Source: an optimization exercise on an open RTL-to-GDS flow (aim: small area and a short achievable clock period). Production flows keep margins and buffers that such runs may drop.
The RTL was checked by simulation tests, not by an equivalence proof against the original design.

===== flow/design.v =====
`timescale 1ns / 1ps
module MAC#(parameter size = 256, bit_width=8, acc_width_curr=32, acc_width_next=32)(
    clk,
	 control,
	 acc_in,		 
	 acc_out,	 
	 data_in,	 
	 wt_path_in,		 
	 data_out,	
	 wt_path_out		 
	 );
	input clk;
	input control;
	input signed [acc_width_curr-1:0] acc_in;
	input signed [bit_width-1:0] data_in;
	input signed [bit_width-1:0] wt_path_in;				
	output reg signed [acc_width_next-1:0] acc_out;
	output reg signed [bit_width-1:0] data_out;
	output reg signed [bit_width-1:0] wt_path_out;		
	reg signed [bit_width-1:0] wt_in;							
	wire signed [acc_width_next-1:0]acc_out_temp;
	wire signed [2*bit_width-1:0] multi_temp;
	multi  #(.bit_width(bit_width)) multipl(data_in, wt_in, multi_temp);
    assign acc_out_temp = acc_in + multi_temp;
	always@(posedge clk)begin
	if(control)begin
	wt_path_out<=wt_path_in;				
	end
	else if(~control) wt_in<=wt_path_out;
	end
	always@(posedge clk)
	begin
	if(~control) begin
	data_out <= data_in;
	acc_out <= acc_out_temp;
	end
	end
endmodule
module multi #(parameter bit_width=8) (input signed [bit_width-1: 0] a,
		input signed [bit_width-1: 0] b,
		output reg signed [2*bit_width-1:0] c);
always@ (*) begin
c = a*b;
end 
endmodule
`timescale 1ns / 1ps
module MAC_chain#(parameter size=4, bit_width=8 ,acc_width_curr=32, acc_width_next=32)(
	clk,
	control,
	data,
	weight,
	acc_in,
	data_out,
	weight_out,
    acc_out
    );
	input clk;
	input control;
	input signed [bit_width-1:0] data;
	input signed [bit_width-1:0] weight;
	input signed [acc_width_curr*size-1:0] acc_in;
	output reg signed [bit_width-1:0] data_out;
	output reg signed [bit_width-1:0] weight_out;
	output reg signed [acc_width_next*size-1:0] acc_out;
	integer m,n;
	wire [acc_width_next-1:0] acc_out_temp[0:size-1];
	always@* begin
	for(m=0;m<size;m=m+1)begin
	for(n=0;n<acc_width_next;n=n+1)begin
	acc_out[m*acc_width_next+n]=acc_out_temp[m][n];
	end
	end
	end
	reg [bit_width-1:0] temp_first_wt;
	wire [bit_width-1:0]temp_data[size+1:0];		 
	wire [bit_width-1:0]temp_wt[size+1:0];
	assign temp_data[0]=data;
	assign temp_wt[0]=temp_first_wt;
    always@(*)begin
	data_out=temp_data[size];
	end
    always@(*)begin
	weight_out=temp_wt[size];
	end
	always@(*)begin
	if(control) temp_first_wt=weight; 
	else temp_first_wt= 0;
	end
	generate 
	genvar i;
    for(i=0;i<size;i=i+1)
		begin:mac
		MAC #(.size(size), .bit_width(bit_width),.acc_width_curr(acc_width_curr),.acc_width_next(acc_width_next)) mac(
		.clk(clk),
		.control(control),
		.acc_in(acc_in[i*acc_width_curr+acc_width_curr-1:i*acc_width_curr]),
		.acc_out(acc_out_temp[i]),
		.data_in(temp_data[i]),
		.wt_path_in(temp_wt[i]),
		.data_out(temp_data[i+1]),
		.wt_path_out(temp_wt[i+1]));
		end
	endgenerate
endmodule
`timescale 1ns / 1ps
module MMU #(parameter depth=16, bit_width=16, acc_width=64, size=16)
(
	clk,
	control,
	data_arr,  
	wt_arr,
	acc_in, 
	data_arr_out,
	wt_arr_out,
	acc_out   
    );
input clk;
input control;
input  [(bit_width*depth)-1:0] data_arr;
input  [(bit_width*depth)-1:0] wt_arr;
input [acc_width*size-1 : 0] acc_in;  
output wire [(bit_width*depth)-1:0] data_arr_out;   
output wire [(bit_width*depth)-1:0] wt_arr_out;
output reg [acc_width*size-1 : 0] acc_out;
	generate 
	genvar i;
	for(i=0;i<depth+1;i=i+1)
	begin:temp_acc
	wire [acc_width*size-1:0] test;
	end
	endgenerate
	assign temp_acc[0].test=acc_in;
	always@(*)begin
	acc_out=temp_acc[depth].test;
	end
	generate 
	for(i=0;i<depth;i=i+1)
		begin:chain	
		MAC_chain #(.size(size),.bit_width(bit_width),.acc_width_curr(acc_width),.acc_width_next(acc_width)) chain(
			.clk(clk),
			.control(control),
			.data(data_arr[(depth-1-i)*bit_width+bit_width-1 : (depth-1-i)*bit_width]),
			.weight(wt_arr[(depth-1-i)*bit_width+bit_width-1 : (depth-1-i)*bit_width]),
			.acc_in(temp_acc[i].test),
			.data_out(data_arr_out[(depth-1-i)*bit_width+bit_width-1 : (depth-1-i)*bit_width]),
			.weight_out(wt_arr_out[(depth-1-i)*bit_width+bit_width-1 : (depth-1-i)*bit_width]),
			.acc_out(temp_acc[i+1].test));
		end
	endgenerate
endmodule
`timescale 1ns / 1ps
module MMU_chain #(parameter depth=128, bit_width=8, acc_width=24, size=128, mmu_block=16)
(
	clk,
	control,
	data_arr_alt,
	data_arr_sle_s,
	acc_arr_sle_d,
	wt_arr,
	acc_in,
	wt_arr_out,
	data_arr_out,
	acc_out
    );
localparam s_len = size / mmu_block;
input clk;
input  control;
input  [bit_width*mmu_block*s_len-1:0] data_arr_alt;
input  [s_len-1:0] data_arr_sle_s;
input  [s_len-1:0] acc_arr_sle_d;
input  [bit_width*mmu_block-1:0] wt_arr;
input [acc_width*mmu_block*s_len-1 : 0] acc_in;
output reg [bit_width*mmu_block-1:0] wt_arr_out;
output reg [bit_width*mmu_block-1:0] data_arr_out;
output reg [acc_width*mmu_block*s_len-1 : 0] acc_out;
wire [acc_width*mmu_block-1:0] acc_out_temp [0: s_len-1];
reg [bit_width*mmu_block-1:0] data_arr_temp [0: s_len-1];
integer m,n;
always@* begin
	for(m=0;m<s_len;m=m+1)begin
	for(n=0;n<acc_width*mmu_block;n=n+1)begin
		acc_out[m*acc_width*mmu_block+n]=acc_out_temp[m][n];
	end
	end
	end
always@* begin
	for(m=0;m<s_len;m=m+1)begin
	for(n=0;n<bit_width*mmu_block;n=n+1)begin
		data_arr_temp[m][n] = data_arr_alt[m*bit_width*mmu_block+n];
	end
	end
	end
	reg [bit_width*mmu_block-1:0] temp_first_wt;
	wire [bit_width*mmu_block-1:0] temp_data [s_len:0];		 
	wire [bit_width*mmu_block-1:0] temp_data2 [s_len:0];
	wire [bit_width*mmu_block-1:0] temp_wt[s_len:0];
	wire [acc_width*mmu_block-1:0] acc_in2 [s_len-1:0];
	assign temp_wt[0]=temp_first_wt;
	always@(*)begin
	if(control) temp_first_wt=wt_arr; 
	else temp_first_wt= 0;
	end
	assign temp_data[0]=0;
    always@(*)begin
	data_arr_out = temp_data[s_len];
	wt_arr_out = temp_wt[s_len];
	end
	generate 
	genvar i;
    for(i=0;i<s_len;i=i+1)
		begin:mmu
		assign temp_data2[i] = (data_arr_sle_s[i])? data_arr_temp[i]: temp_data[i];
		assign acc_in2[i] = (acc_arr_sle_d[i])? 0: acc_in[i*acc_width*mmu_block+acc_width*mmu_block-1:i*acc_width*mmu_block];
        MMU #(.depth(mmu_block), .bit_width(bit_width),.acc_width(acc_width),.size(mmu_block)) mmu (
		.clk(clk),
		.control(control),
		.data_arr(temp_data2[i]),   
		.wt_arr(temp_wt[i]),
		.acc_in(acc_in2[i]),
		.data_arr_out(temp_data[i+1]),
		.wt_arr_out(temp_wt[i+1]),
		.acc_out(acc_out_temp[i])
		);
		end
	endgenerate
endmodule
`timescale 1ns / 1ps
module DYN_MMU #(parameter depth=6, bit_width=8, acc_width=24, size=6, mmu_block=3)
(
	clk,
	control,
	wt_arr,
	data_arr_alt,  
	acc_sle_d,
	data_sle_s,
	wt_arr_out,
	data_arr_out,
	acc_in,
	acc_out   
    );
localparam d_len  = depth / mmu_block;
localparam s_len = size / mmu_block;
input clk;
input control;
input  [(bit_width*mmu_block*d_len)-1:0] wt_arr;
input  [bit_width*mmu_block*s_len*d_len-1:0] data_arr_alt;
input  [d_len*s_len-1:0] acc_sle_d;
input [s_len*d_len-1:0] data_sle_s;
input [acc_width*mmu_block*s_len-1:0] acc_in;
output wire [(bit_width*mmu_block*d_len)-1:0] wt_arr_out;
output wire [(bit_width*mmu_block*d_len)-1:0] data_arr_out;
output reg [acc_width*mmu_block*s_len-1 : 0] acc_out;	
	generate 
	genvar i;
	for(i=0;i<d_len+1;i=i+1)
	begin:temp_acc
	wire [acc_width*mmu_block*s_len-1:0] test;
	wire [acc_width*mmu_block*s_len-1:0] test2;
	end
	endgenerate
assign temp_acc[0].test=acc_in;
always@(*)begin
	acc_out=temp_acc[d_len].test;
	end
	generate 
	for(i=0;i<d_len;i=i+1)
		begin:mmu_chain	
		MMU_chain #(.depth(depth),.bit_width(bit_width),.acc_width(acc_width),.size(size), .mmu_block(mmu_block)) mmu_chain(
			.clk(clk),
			.control(control),
			.data_arr_alt(data_arr_alt[(d_len-1-i)*bit_width*mmu_block*s_len+bit_width*mmu_block*s_len-1 : (d_len-1-i)*bit_width*mmu_block*s_len]),
			.data_arr_sle_s (data_sle_s[(d_len-i)*s_len-1:(d_len-i-1)*s_len]),
			.acc_arr_sle_d (acc_sle_d[(d_len-i)*s_len-1:(d_len-i-1)*s_len]),
			.wt_arr(wt_arr[(d_len-1-i)*bit_width*mmu_block+bit_width*mmu_block-1 : (d_len-1-i)*bit_width*mmu_block]),
			.wt_arr_out(wt_arr_out[(d_len-1-i)*bit_width*mmu_block+bit_width*mmu_block-1 : (d_len-1-i)*bit_width*mmu_block]),
			.data_arr_out(data_arr_out[(d_len-1-i)*bit_width*mmu_block+bit_width*mmu_block-1 : (d_len-1-i)*bit_width*mmu_block]),
			.acc_in(temp_acc[i].test),
			.acc_out(temp_acc[i+1].test));
	end
	endgenerate
endmodule

===== flow/run.sh =====
#!/bin/bash
# synth_recipe.tcl (not shown) runs the flow's synth.tcl, then flattens the netlist and writes it again
# the make line also repeats each setting of config.mk as NAME=value (left out here)
make -C /OpenROAD-flow-scripts/flow DESIGN_CONFIG=/design/flow/config.mk WORK_HOME=/design/flow/orfs CLKGATE_MAP_FILE= SYNTH_SCRIPT=/design/flow/synth_recipe.tcl finish

===== flow/config.mk =====
export PLATFORM = sky130hd
export DESIGN_NAME = DYN_MMU
export DESIGN_NICKNAME = DYN_MMU
export VERILOG_FILES = /design/flow/design.v
export SDC_FILE = /design/flow/constraint.sdc
export NUM_CORES = 4
export LEC_CHECK = 0
export CAP_MARGIN = 20
export CORE_MARGIN = 2
export CORE_UTILIZATION = 40
export SLEW_MARGIN = 20

===== flow/constraint.sdc =====
create_clock -name core_clock -period 6.5 [get_ports {clk}]
set_input_delay 1.3000 -clock core_clock [delete_from_list [all_inputs] [get_ports {clk}]]
set_output_delay 1.3000 -clock core_clock [all_outputs]
set_load 0.01 [all_outputs]

==> results.json <==
{
  "fp.dieArea_um2": 510000,
  "synth_top_area_share_pct": 37.2,
  "yosysWarnings": 8,
  "path_class": "in2reg",
  "clock_skew_ns": 0.0764,
  "slowest_stage": "fa_1",
  "cts-buffers-inserted": 220,
  "slew_violations": 0,
  "period_minus_slack_ns": 6.33,
  "cts-root-buf": "clkbuf_16",
  "final_util_pct": 46.2,
  "synth_area_leader_cell": "fa_1",
  "rsz0062_at_grt": "no",
  "route.met3.wl_mm": 15.7,
  "finalSetupViolations": 0,
  "coreArea_um2": 502000,
  "crit_fanout": 7,
  "ant_nets": 0,
  "nNetsFinal": 24900,
  "fmaxAchievable_ghz": 0.158,
  "area_growth_pct": 15.0,
  "syn-cell-area_um2": 202000,
  "top_layer_used": "met5",
  "cp-start-kind": "input port",
  "grt_first_pass_wirelength_mm": 740,
  "post-place-ws_ns": -0.878,
  "cts_tree": "done",
  "m1WireLength_mm": 202,
  "start_util_pct": 40.2,
  "hold_buffers": 0,
  "cpPeakStageDelay_ns": 0.56,
  "die_h_um": 714,
  "ios": 538,
  "end_kind": "flip-flop",
  "synth_seq_cells": 1728,
  "setup_ws_ns": 0.168,
  "dr.first_iter.drc_count": 5778,
  "min_path_type": "reg2reg",
  "worstPathArrival_ns": 6.97,
  "worstPathRequired_ns": 7.14,
  "row_count": 260,
  "slew-limit-headroom_pct": 37.7,
  "yosysSeqAreaShare_pct": 25.7,
  "wirelength_mm": 451,
  "numPortBuffers": 537,
  "clock_latency_ns": 0.93,
  "path_clk_slew_ns": 0.07,
  "tightest_slew_ns": 0.935,
  "overflow": 0,
  "avgSynthCellArea_um2": 11.8,
  "ys_top_cells_by_area": "fa_1 (37%), edfxtp_1 (26%), ha_1 (12%)",
  "cts.sinks": 1728,
  "synth_cells": 17100,
  "drc_errors": 0,
  "synth_edf_count": 1728,
  "worstPathCellList": "clkdlybuf4s50_1 > mux2_4 > and2_1 > buf_12 > fa_1 > fa_1 > fa_1 > fa_1 > ha_1 > ha_1 > a2111o_1 > or3_1 > and3_1 > a2111oi_4 > nor3_2 > nor3_2 > nor3_1 > xor2_1",
  "viasPerCell": 4.77,
  "routed-via-count": 123000,
  "outcome": "complete, no violations",
  "design_area_um2": 232000,
  "ys.flop_type": "edfxtp_1",
  "die_w_um": 714,
  "cts_max_level": 4,
  "postSynth.asyncResetShare_pct": 0,
  "hpwl_mm": 386,
  "cp_common_cell": "fa_1",
  "synthDistinctLibCells": 84,
  "antenna_found_initial": 48,
  "cpLargestDelayFamily": "adder cells",
  "hold_violations": 0,
  "min_period_over_period_pct": 97.4,
  "wl_per_cell_um": 17.5,
  "drv_cap": 0,
  "grt_pass1_vias": 135000,
  "final_layout_size_suffix_gt1_share_pct": 8.89,
  "cts_buffer_depth": 4,
  "place.gp.congestion": 0.873,
  "grt_max_degree": 153,
  "track_usage_pct": 18.3,
  "place_area_um2": 224000,
  "synth_fp_nets": 23100,
  "path_buf_inv": 2,
  "dr.pass1.iters": 5,
  "wl_met2_mm": 223
}
==> metal layers <==
layer | global-route usage (%) | vias up
met5 | 0 | -
met2 | 32.1 | 1720
li1 | - | 57900
met4 | 4.08 | 14
met1 | 24.4 | 62800
met3 | 1.88 | 453
==> stage by stage <==
stage | hold slack, ns | TNS [ns] | std cells
6_report | 0.407 | 0 | 25800
5_1_grt | 0.428 | 0 | 25800
3_5_place_dp | 0.432 | -53.01 | 25400
2_1_floorplan | 0.421 | - | 17100
3_3_place_gp | 0.431 | -48.24 | 25400
4_1_cts | 0.400 | 0 | 25800
==> worst reg2reg max path, delay by kind of cell (launching register included) <==
family / cells / cell delay (ns)
AO/OA/AOI/OAI: 4 / 1.42
adder cells (fa/ha/maj): 6 / 2.80
buffers and inverters: 2 / 0.45
flip-flops: 1 / 0.57
multiplexers: 1 / 0.15
AND/OR/NAND/NOR: 3 / 0.65
==> cell families after synthesis <==
logic type	synth area share, %
AOI/OAI and AO/OA	4.20
xor gates and xnor gates	3.67
adders and majority gates	49.2
buffers and inverters	6.64
DFF	25.7
muxes	0.421
and+or+nand+nor	10.1
==> worst paths after layout <==
kind	from	cells past startpoint	to	slack, ns
setup / recovery	data_arr_alt[95]	18	flip-flop	0.17
hold / removal	flip-flop	0	flip-flop	0.41
setup reg to reg	flip-flop	16	flip-flop	0.35
hold reg to reg	flip-flop	0	flip-flop	0.41
==> what timing repair did <==
| action | CTS | global route |
|---|---|---|
| gates resized for setup | 0 | 24 |
| setup endpoints to repair | 0 | 21 |
| setup buffers | 0 | 3 |
==> state kept, by name, indices dropped and copies added (netlist names) <==
signal and cells:
mmu_chain.mmu_chain.mmu.mmu.chain.chain.mac.mac.acc_out 864, mmu_chain.mmu_chain.mmu.mmu.chain.chain.mac.mac.data_out 288, mmu_chain.mmu_chain.mmu.mmu.chain.chain.mac.mac.wt_in 288, mmu_chain.mmu_chain.mmu.mmu.chain.chain.mac.mac.wt_path_out 288
==> cell usage after synthesis, types with 101 or more instances <==
cell / count
ha_1: 1944
nand2_1: 988
and2_1: 1078
o21ai_0: 187
a21oi_1: 414
edfxtp_1: 1728
xor2_1: 153
nand2b_1: 176
clkbuf_1: 118
fa_1: 3744
and3_1: 269
inv_1: 3428
o21a_1: 101
nand3_1: 111
nor2_1: 508
nor3_1: 140
xnor2_1: 692
nor2b_1: 471
a21o_1: 137
==> placed cells by master (no fill, tap or decap), drive strengths merged, types with 508 or more instances in the layout <==
cell type	count
buf	1204
and2	1078
clkdlybuf4s50	528
fa	3744
nand2	988
edfxtp	1728
inv	3443
nor2	508
ha	1944
xnor2	692
==> final cells by class <==
cell class / count / area, um2
fill: 46100 / 270000
multi-input combinational: 11800 / 136000
sequential: 1728 / 51900
timing repair buffer: 1733 / 14700
inverter: 3439 / 12900
tap: 6681 / 8360
clock buffer: 249 / 5660
clock inverter: 160 / 1820
antenna: 14 / 35.0

==> static timing again, ports no longer ideal <==
The results above use ideal ports. As a check the final layout listed here was re-extracted and re-timed, cells and wires unchanged.
Step 1, drivers: a clkbuf_16 drives clk and a buf_2 each remaining input, both assumed.
Step 2 times the ports against the registers' clock, not the clock port: input delays grow and output delays shrink by t, the midpoint of the rising clock arrivals with the driver on.
Slacks: ideal ports / drivers / drivers and shift; pairs: ideal ports / drivers.
shift t [ns]: 1.023
slack for setup (ns): 0.168 / 0.258 / -0.765
slew at the worst register clock pin (ns): 0.07 / 0.07
With both steps, setup timing fails in this run, where it was met with ideal ports. The setup slack of this run moves by +0.090 ns with the drivers and by -0.933 ns with both steps.
